Background: an optimization exercise with open tools, aiming at small area. Do not read the settings as production practice. RTL that was checked went through simulation tests only; none was proved equivalent to the original. The flow treats the clock pin as an ideal source, which a real chip does not have. Power is estimated from default activity; no workload was simulated.

Design BankTicketMachineFSM, start of the top module:
module BankTicketMachineFSM (
    input clk,
    input rst_n,
    input [2:0] service_ButtonPress,
    input [3:0] officer_ButtonPress,
    output reg [6:0] Tickernum,
    output reg [1:0] Desknum,
    output reg [15:0] ticket_WaitingCustomers,
    output reg [2:0] ticket_ServiceType
    );
reg [2:0] act;
reg vld;
reg [15:0] q0, q1, q2;
wire [2:0] act_d;
wire nz0, nz1, nz2;
wire sel0, sel1, sel2, en0, en1, en2, dn, ld_n;
wire [6:0] tn_d;
wire [1:0] dk_d;
wire [2:0] st_d;
bank_ctrl ctrl (
    .s(service_ButtonPress), .o(officer_ButtonPress), .act(act), .vld(vld),
    .nz0(nz0), .nz1(nz1), .nz2(nz2), .tn(Tickernum), .dk(Desknum), .st(ticket_ServiceType),
    .act_d(act_d), .sel0(sel0), .sel1(sel1), .sel2(sel2), .en0(en0), .en1(en1), .en2(en2),
    .dn(dn), .ld_n(ld_n), .tn_d(tn_d), .dk_d(dk_d), .st_d(st_d));
bank_nz z0 (.q(q0), .nz(nz0));
bank_nz z1 (.q(q1), .nz(nz1));
bank_nz z2 (.q(q2), .nz(nz2));
wire [15:0] qs_n, x, t_n, nq, wc_d;
wire [3:0] tg, pg_n;
genvar i;
generate for (i = 0; i < 16; i = i + 1) begin : bits
    wire wc_h;
    bank_aoi222 mx (.a1(sel0), .a2(q0[i]), .b1(sel1), .b2(q1[i]), .c1(sel2), .c2(q2[i]), .y(qs_n[i]));
    if (i < 15) begin : xb
        bank_xnor2 xg (.a(qs_n[i]), .b(dn), .y(x[i]));
    end else begin : xn
        assign x[i] = 1'b0;
    end
    if (i % 4 == 0) begin : g0
        bank_xnor2 ng (.a(qs_n[i]), .b(tg[i/4]), .y(nq[i]));
        assign t_n[i] = 1'b0;
    end else begin : gn
        if (i % 4 == 1) begin : n1
            bank_nand2 tg1 (.a(tg[i/4]), .b(x[i-1]), .y(t_n[i]));
        end else if (i % 4 == 2) begin : n2
            bank_nand3 tg2 (.a(tg[i/4]), .b(x[i-2]), .c(x[i-1]), .y(t_n[i]));
        end else begin : n3
            bank_nand4 tg3 (.a(tg[i/4]), .b(x[i-3]), .c(x[i-2]), .d(x[i-1]), .y(t_n[i]));
        end
  ...
For scale: about 260 cells after synthesis, roughly 80 flip-flops, ~37 I/O pins.
==> module bank_ctrl, before the edit <==
module bank_ctrl (input [2:0] s, input [3:0] o, input [2:0] act, input vld, input nz0, input nz1, input nz2,
    input [6:0] tn, input [1:0] dk, input [2:0] st,
    output reg [2:0] act_d, output sel0, output sel1, output sel2, output en0, output en1, output en2,
    output dn, output ld_n, output [6:0] tn_d, output [1:0] dk_d, output [2:0] st_d);
always @(*) begin
    case (s)
        3'b001: act_d = 3'd1;
        3'b010: act_d = 3'd3;
        3'b100: act_d = 3'd2;
        3'b000: case (o)
            4'b0001: act_d = 3'd7;
            4'b0010: act_d = 3'd5;
            4'b0100: act_d = 3'd4;
            4'b1000: act_d = 3'd6;
            default: act_d = 3'd0;
        endcase
        default: act_d = 3'd0;
    endcase
end
wire S0 = (act == 3'd1);
wire S1 = (act == 3'd3);
wire S2 = (act == 3'd2);
wire O1 = (act == 3'd7);
wire O2 = (act == 3'd5);
wire O3 = (act == 3'd4);
wire O4 = (act == 3'd6);
wire isS = S0 | S1 | S2;
assign sel0 = S0 | ((O1 | O4) & nz0) | (O3 & ~nz2 & nz0);
assign sel1 = S1 | (O1 & ~nz0 & nz1) | (O2 & nz1) | (O3 & ~nz2 & ~nz0 & nz1);
assign sel2 = S2 | (O1 & ~nz0 & ~nz1 & nz2) | (O2 & ~nz1 & nz2) | (O3 & nz2) | (O4 & ~nz0 & nz2);
assign en0 = sel0 | ~vld;
assign en1 = sel1 | ~vld;
assign en2 = sel2 | ~vld;
assign dn = act[2];
assign ld_n = ~isS;
wire found = act[2] & (sel0 | sel1 | sel2);
assign tn_d = tn + found;
assign dk_d = O1 ? 2'd0 : O2 ? 2'd1 : O3 ? 2'd2 : dk;
assign st_d = isS ? {S2, S1, S0} : st;
endmodule
export LEC_CHECK = 0
export CAP_MARGIN = 0
export CORE_MARGIN = 2
export CORE_UTILIZATION = 40
export GPL_TIMING_DRIVEN = 0
export SLEW_MARGIN = 0
export SYNTH_HIERARCHICAL = 1
export SYNTH_MINIMUM_KEEP_SIZE = 0
create_clock -name core_clock -period 5.0 [get_ports {clk}]
standard.sh (not shown) runs the stock make flow with config.mk's settings and CLKGATE_MAP_FILE= SYNTH_SCRIPT=/design/flow/synth_recipe.tcl, a recipe that flattens the netlist after the stock synthesis.
==> flow/flow/run.sh <==
#!/bin/bash
# The standard ORFS layout (standard.sh) with these changes:
#  - the port buffers are sky130_fd_sc_hd__buf_1 cells;
#  - the clock is buffered by flow/clkbuf.tcl before CTS: a root buffer on
#    the clock port drives one buffer per group of registers (2 x 2 groups
#    of equal size). The clock net then has a single sink and
#    clock_tree_synthesis leaves it as it is. After CTS, flow/clkinv.tcl
#    turns the root and group buffers into inverters (two inversions, so
#    the registers keep the clock's polarity);
#  - no dummy clock loads;
#  - after synthesis, flow/downsize.tcl gives each gate its smallest drive
#    strength, and the buffers synthesis added are removed; the repairs
#    size up what the layout needs;
#  - after CTS (flow/post_cts.tcl), flow/shrink.tcl gives each gate the smallest drive strength
#    that keeps the slew, capacitance and fanout limits and some setup slack.
# make's output goes to flow_make.log; each ORFS step logs to orfs/logs.
set -euo pipefail
here=$(pwd)
export BUFFER_PORTS_ARGS="-buffer_cell sky130_fd_sc_hd__buf_1"
export PRE_CTS_TCL="$here/flow/clkbuf.tcl"
export CTS_ARGS="-clk_nets clk -dont_use_dummy_load -buf_list sky130_fd_sc_hd__clkbuf_16"
export PRE_FLOORPLAN_TCL="$here/flow/downsize.tcl"
export REMOVE_ABC_BUFFERS=1
export POST_CTS_TCL="$here/flow/post_cts.tcl"
export SHRINK_SETUP_MARGIN=0.1
export CLKROOT_CELL=sky130_fd_sc_hd__clkbuf_4
export CLKLEAF_CELL=sky130_fd_sc_hd__clkbuf_8
export CLKROOT_INV=sky130_fd_sc_hd__inv_2
export CLKLEAF_INV=sky130_fd_sc_hd__inv_8
export CLK_COLS=2
export CLK_ROWS=2
bash standard.sh > flow_make.log 2>&1
Other scripts of this flow, unchanged in this note and not shown: flow/flow/clkbuf.tcl, flow/flow/clkinv.tcl, flow/flow/downsize.tcl, flow/flow/post_cts.tcl, flow/flow/shrink.tcl
Rerun with:
--- a/flow/design.v
+++ b/flow/design.v
@@ -91,32 +91,32 @@
 module bank_ctrl (input [2:0] s, input [3:0] o, input [2:0] act, input vld, input nz0, input nz1, input nz2,
     input [6:0] tn, input [1:0] dk, input [2:0] st,
     output reg [2:0] act_d, output sel0, output sel1, output sel2, output en0, output en1, output en2,
     output dn, output ld_n, output [6:0] tn_d, output [1:0] dk_d, output [2:0] st_d);
 always @(*) begin
     case (s)
-        3'b001: act_d = 3'd1;
-        3'b010: act_d = 3'd3;
-        3'b100: act_d = 3'd2;
+        3'b001: act_d = 3'd2;
+        3'b010: act_d = 3'd1;
+        3'b100: act_d = 3'd3;
         3'b000: case (o)
-            4'b0001: act_d = 3'd7;
-            4'b0010: act_d = 3'd5;
-            4'b0100: act_d = 3'd4;
-            4'b1000: act_d = 3'd6;
+            4'b0001: act_d = 3'd4;
+            4'b0010: act_d = 3'd6;
+            4'b0100: act_d = 3'd7;
+            4'b1000: act_d = 3'd5;
             default: act_d = 3'd0;
         endcase
         default: act_d = 3'd0;
     endcase
 end
-wire S0 = (act == 3'd1);
-wire S1 = (act == 3'd3);
-wire S2 = (act == 3'd2);
-wire O1 = (act == 3'd7);
-wire O2 = (act == 3'd5);
-wire O3 = (act == 3'd4);
-wire O4 = (act == 3'd6);
+wire S0 = (act == 3'd2);
+wire S1 = (act == 3'd1);
+wire S2 = (act == 3'd3);
+wire O1 = (act == 3'd4);
+wire O2 = (act == 3'd6);
+wire O3 = (act == 3'd7);
+wire O4 = (act == 3'd5);
 wire isS = S0 | S1 | S2;
 assign sel0 = S0 | ((O1 | O4) & nz0) | (O3 & ~nz2 & nz0);
 assign sel1 = S1 | (O1 & ~nz0 & nz1) | (O2 & nz1) | (O3 & ~nz2 & ~nz0 & nz1);
 assign sel2 = S2 | (O1 & ~nz0 & ~nz1 & nz2) | (O2 & ~nz1 & nz2) | (O3 & nz2) | (O4 & ~nz0 & nz2);
 assign en0 = sel0 | ~vld;
 assign en1 = sel1 | ~vld;
=>
- The changed run finished with timing, DRC and antenna clean
- via count hardly moves
- register-to-register slack is better by 0.15 ns
- total power is lower by a few percent
- setup slack is better by 0.15 ns
- worst hold slack hardly moves
- sequential share of layout area is higher by 0.44 points
No run of this note included a check of the RTL's function; only the layout flow was run.

BankTicketMachineFSM, a different RTL version from the one above (not shown whole).
For scale: roughly 250 cells after synthesis, ~37 I/O pins.
==> module bank_ctrl, before the edit <==
module bank_ctrl (input [2:0] s, input [3:0] o, input [2:0] act, input vld, input nz0, input nz1, input nz2,
    input [6:0] tn, input [1:0] dk, input [2:0] st,
    output reg [2:0] act_d, output sel0, output sel1, output sel2, output en0, output en1, output en2,
    output dn, output ld_n, output [6:0] tn_d, output [1:0] dk_d, output [2:0] st_d);
always @(*) begin
    case (s)
        3'b001: act_d = 3'd1;
        3'b010: act_d = 3'd2;
        3'b100: act_d = 3'd3;
        3'b000: case (o)
            4'b0001: act_d = 3'd4;
            4'b0010: act_d = 3'd5;
            4'b0100: act_d = 3'd7;
            4'b1000: act_d = 3'd6;
            default: act_d = 3'd0;
        endcase
        default: act_d = 3'd0;
    endcase
end
wire S0 = (act == 3'd1);
wire S1 = (act == 3'd2);
wire S2 = (act == 3'd3);
wire O1 = (act == 3'd4);
wire O2 = (act == 3'd5);
wire O3 = (act == 3'd7);
wire O4 = (act == 3'd6);
wire isS = S0 | S1 | S2;
assign sel0 = S0 | ((O1 | O4) & nz0) | (O3 & ~nz2 & nz0);
assign sel1 = S1 | (O1 & ~nz0 & nz1) | (O2 & nz1) | (O3 & ~nz2 & ~nz0 & nz1);
assign sel2 = S2 | (O1 & ~nz0 & ~nz1 & nz2) | (O2 & ~nz1 & nz2) | (O3 & nz2) | (O4 & ~nz0 & nz2);
assign en0 = sel0 | ~vld;
assign en1 = sel1 | ~vld;
assign en2 = sel2 | ~vld;
assign dn = act[2];
assign ld_n = ~isS;
wire found = act[2] & (sel0 | sel1 | sel2);
assign tn_d = tn + found;
assign dk_d = O1 ? 2'd0 : O2 ? 2'd1 : O3 ? 2'd2 : dk;
assign st_d = isS ? {S2, S1, S0} : st;
endmodule
Settings: LEC_CHECK=0, CAP_MARGIN=0, CORE_MARGIN=2, CORE_UTILIZATION=40, GPL_TIMING_DRIVEN=0, SLEW_MARGIN=0, SYNTH_HIERARCHICAL=1, SYNTH_MINIMUM_KEEP_SIZE=0; clock period 5.0 ns.
==> flow/flow/run.sh <==
#!/bin/bash
# The standard ORFS layout (standard.sh) with these changes:
#  - the port buffers are sky130_fd_sc_hd__buf_1 cells;
#  - the clock is buffered by flow/clkbuf.tcl before CTS: a root buffer on
#    the clock port drives one buffer per group of registers. The clock net
#    then has a single sink and clock_tree_synthesis leaves it as it is;
#  - no dummy clock loads;
#  - after synthesis, flow/downsize.tcl gives each gate its smallest drive
#    strength, and the buffers synthesis added are removed; the repairs
#    size up what the layout needs;
#  - after CTS, flow/shrink.tcl gives each gate the smallest drive strength
#    that keeps the slew, capacitance and fanout limits and some setup slack.
# make's output goes to flow_make.log; each ORFS step logs to orfs/logs.
set -euo pipefail
here=$(pwd)
export BUFFER_PORTS_ARGS="-buffer_cell sky130_fd_sc_hd__buf_1"
export PRE_CTS_TCL="$here/flow/clkbuf.tcl"
export CTS_ARGS="-clk_nets clk -dont_use_dummy_load -buf_list sky130_fd_sc_hd__clkbuf_16"
export PRE_FLOORPLAN_TCL="$here/flow/downsize.tcl"
export REMOVE_ABC_BUFFERS=1
export POST_CTS_TCL="$here/flow/shrink.tcl"
export SHRINK_SETUP_MARGIN=0.2
export CLKROOT_CELL=sky130_fd_sc_hd__clkbuf_4
export CLKLEAF_CELL=sky130_fd_sc_hd__clkbuf_8
export CLK_COLS=3
export CLK_ROWS=2
bash standard.sh > flow_make.log 2>&1
Other scripts of this flow, unchanged in this note and not shown: flow/flow/clkbuf.tcl, flow/flow/downsize.tcl, flow/flow/shrink.tcl
Edit:
--- a/flow/design.v
+++ b/flow/design.v
@@ -88,33 +88,27 @@
     end
 end
 endmodule
-module bank_ctrl (input [2:0] s, input [3:0] o, input [2:0] act, input vld, input nz0, input nz1, input nz2,
+module bank_ctrl (
+    input [2:0] s, input [3:0] o, input [2:0] act, input vld,
+    input nz0, input nz1, input nz2,
     input [6:0] tn, input [1:0] dk, input [2:0] st,
-    output reg [2:0] act_d, output sel0, output sel1, output sel2, output en0, output en1, output en2,
-    output dn, output ld_n, output [6:0] tn_d, output [1:0] dk_d, output [2:0] st_d);
-always @(*) begin
-    case (s)
-        3'b001: act_d = 3'd1;
-        3'b010: act_d = 3'd2;
-        3'b100: act_d = 3'd3;
-        3'b000: case (o)
-            4'b0001: act_d = 3'd4;
-            4'b0010: act_d = 3'd5;
-            4'b0100: act_d = 3'd7;
-            4'b1000: act_d = 3'd6;
-            default: act_d = 3'd0;
-        endcase
-        default: act_d = 3'd0;
-    endcase
-end
-wire S0 = (act == 3'd1);
-wire S1 = (act == 3'd2);
-wire S2 = (act == 3'd3);
-wire O1 = (act == 3'd4);
-wire O2 = (act == 3'd5);
-wire O3 = (act == 3'd7);
-wire O4 = (act == 3'd6);
-wire isS = S0 | S1 | S2;
+    output [2:0] act_d,
+    output sel0, output sel1, output sel2, output en0, output en1, output en2,
+    output dn, output ld_n,
+    output [6:0] tn_d, output [1:0] dk_d, output [2:0] st_d
+    );
+wire s_oh = (s == 3'b001) | (s == 3'b010) | (s == 3'b100);
+wire o_oh = (o == 4'b0001) | (o == 4'b0010) | (o == 4'b0100) | (o == 4'b1000);
+assign act_d = (s != 3'b000) ? (s_oh ? {1'b0, s[2] | s[1], s[2] | s[0]} : 3'b000)
+                             : (o_oh ? {1'b1, o[3] | o[2], o[3] | o[1]} : 3'b000);
+wire isS = ~act[2] & (act[1] | act[0]);
+wire S0 = (act == 3'b001);
+wire S1 = (act == 3'b010);
+wire S2 = (act == 3'b011);
+wire O1 = (act == 3'b100);
+wire O2 = (act == 3'b101);
+wire O3 = (act == 3'b110);
+wire O4 = (act == 3'b111);
 assign sel0 = S0 | ((O1 | O4) & nz0) | (O3 & ~nz2 & nz0);
 assign sel1 = S1 | (O1 & ~nz0 & nz1) | (O2 & nz1) | (O3 & ~nz2 & ~nz0 & nz1);
 assign sel2 = S2 | (O1 & ~nz0 & ~nz1 & nz2) | (O2 & ~nz1 & nz2) | (O3 & nz2) | (O4 & ~nz0 & nz2);
After rerunning: The new run ran to the end with no violations; worst setup slack degrades by 0.10 ns; die area grows by 0.74%; maximum frequency falls by 2.3%; first-iteration DRC count goes up by 5.0%; worst hold slack improves by 0.0089 ns; sequential power came out higher by 2.6%; clock power barely changes; wire length climbs by 0.82%; power came out higher by 3.6%.

[separate check: timing with driven ports]
In the flow no input, the clock included, has a driving cell. The finished layouts below were timed again as built, in two steps.
Step 1: set_driving_cell puts a clkbuf_16 on clk and a buf_2 on each other input, an assumption about the parent block.
Step 2 also shifts input and output timing later by t, the mid clock arrival at the registers, as if the neighbouring blocks saw the same clock.
Three values: ideal, step 1, step 2; two values: the first two.
run	shift t [ns]	setup slack, ns	latest minus earliest clock arrival (ns)
the first run of note 1	0.337	0.363 / 0.363 / 0.363	0.011 / 0.010
the second run of note 1	0.337	0.517 / 0.517 / 0.517	0.011 / 0.011
the first run of note 2	0.437	0.651 / 0.651 / 0.651	0.013 / 0.014
the second run of note 2	0.435	0.547 / 0.547 / 0.547	0.012 / 0.012
After both steps every run listed still meets setup and hold.
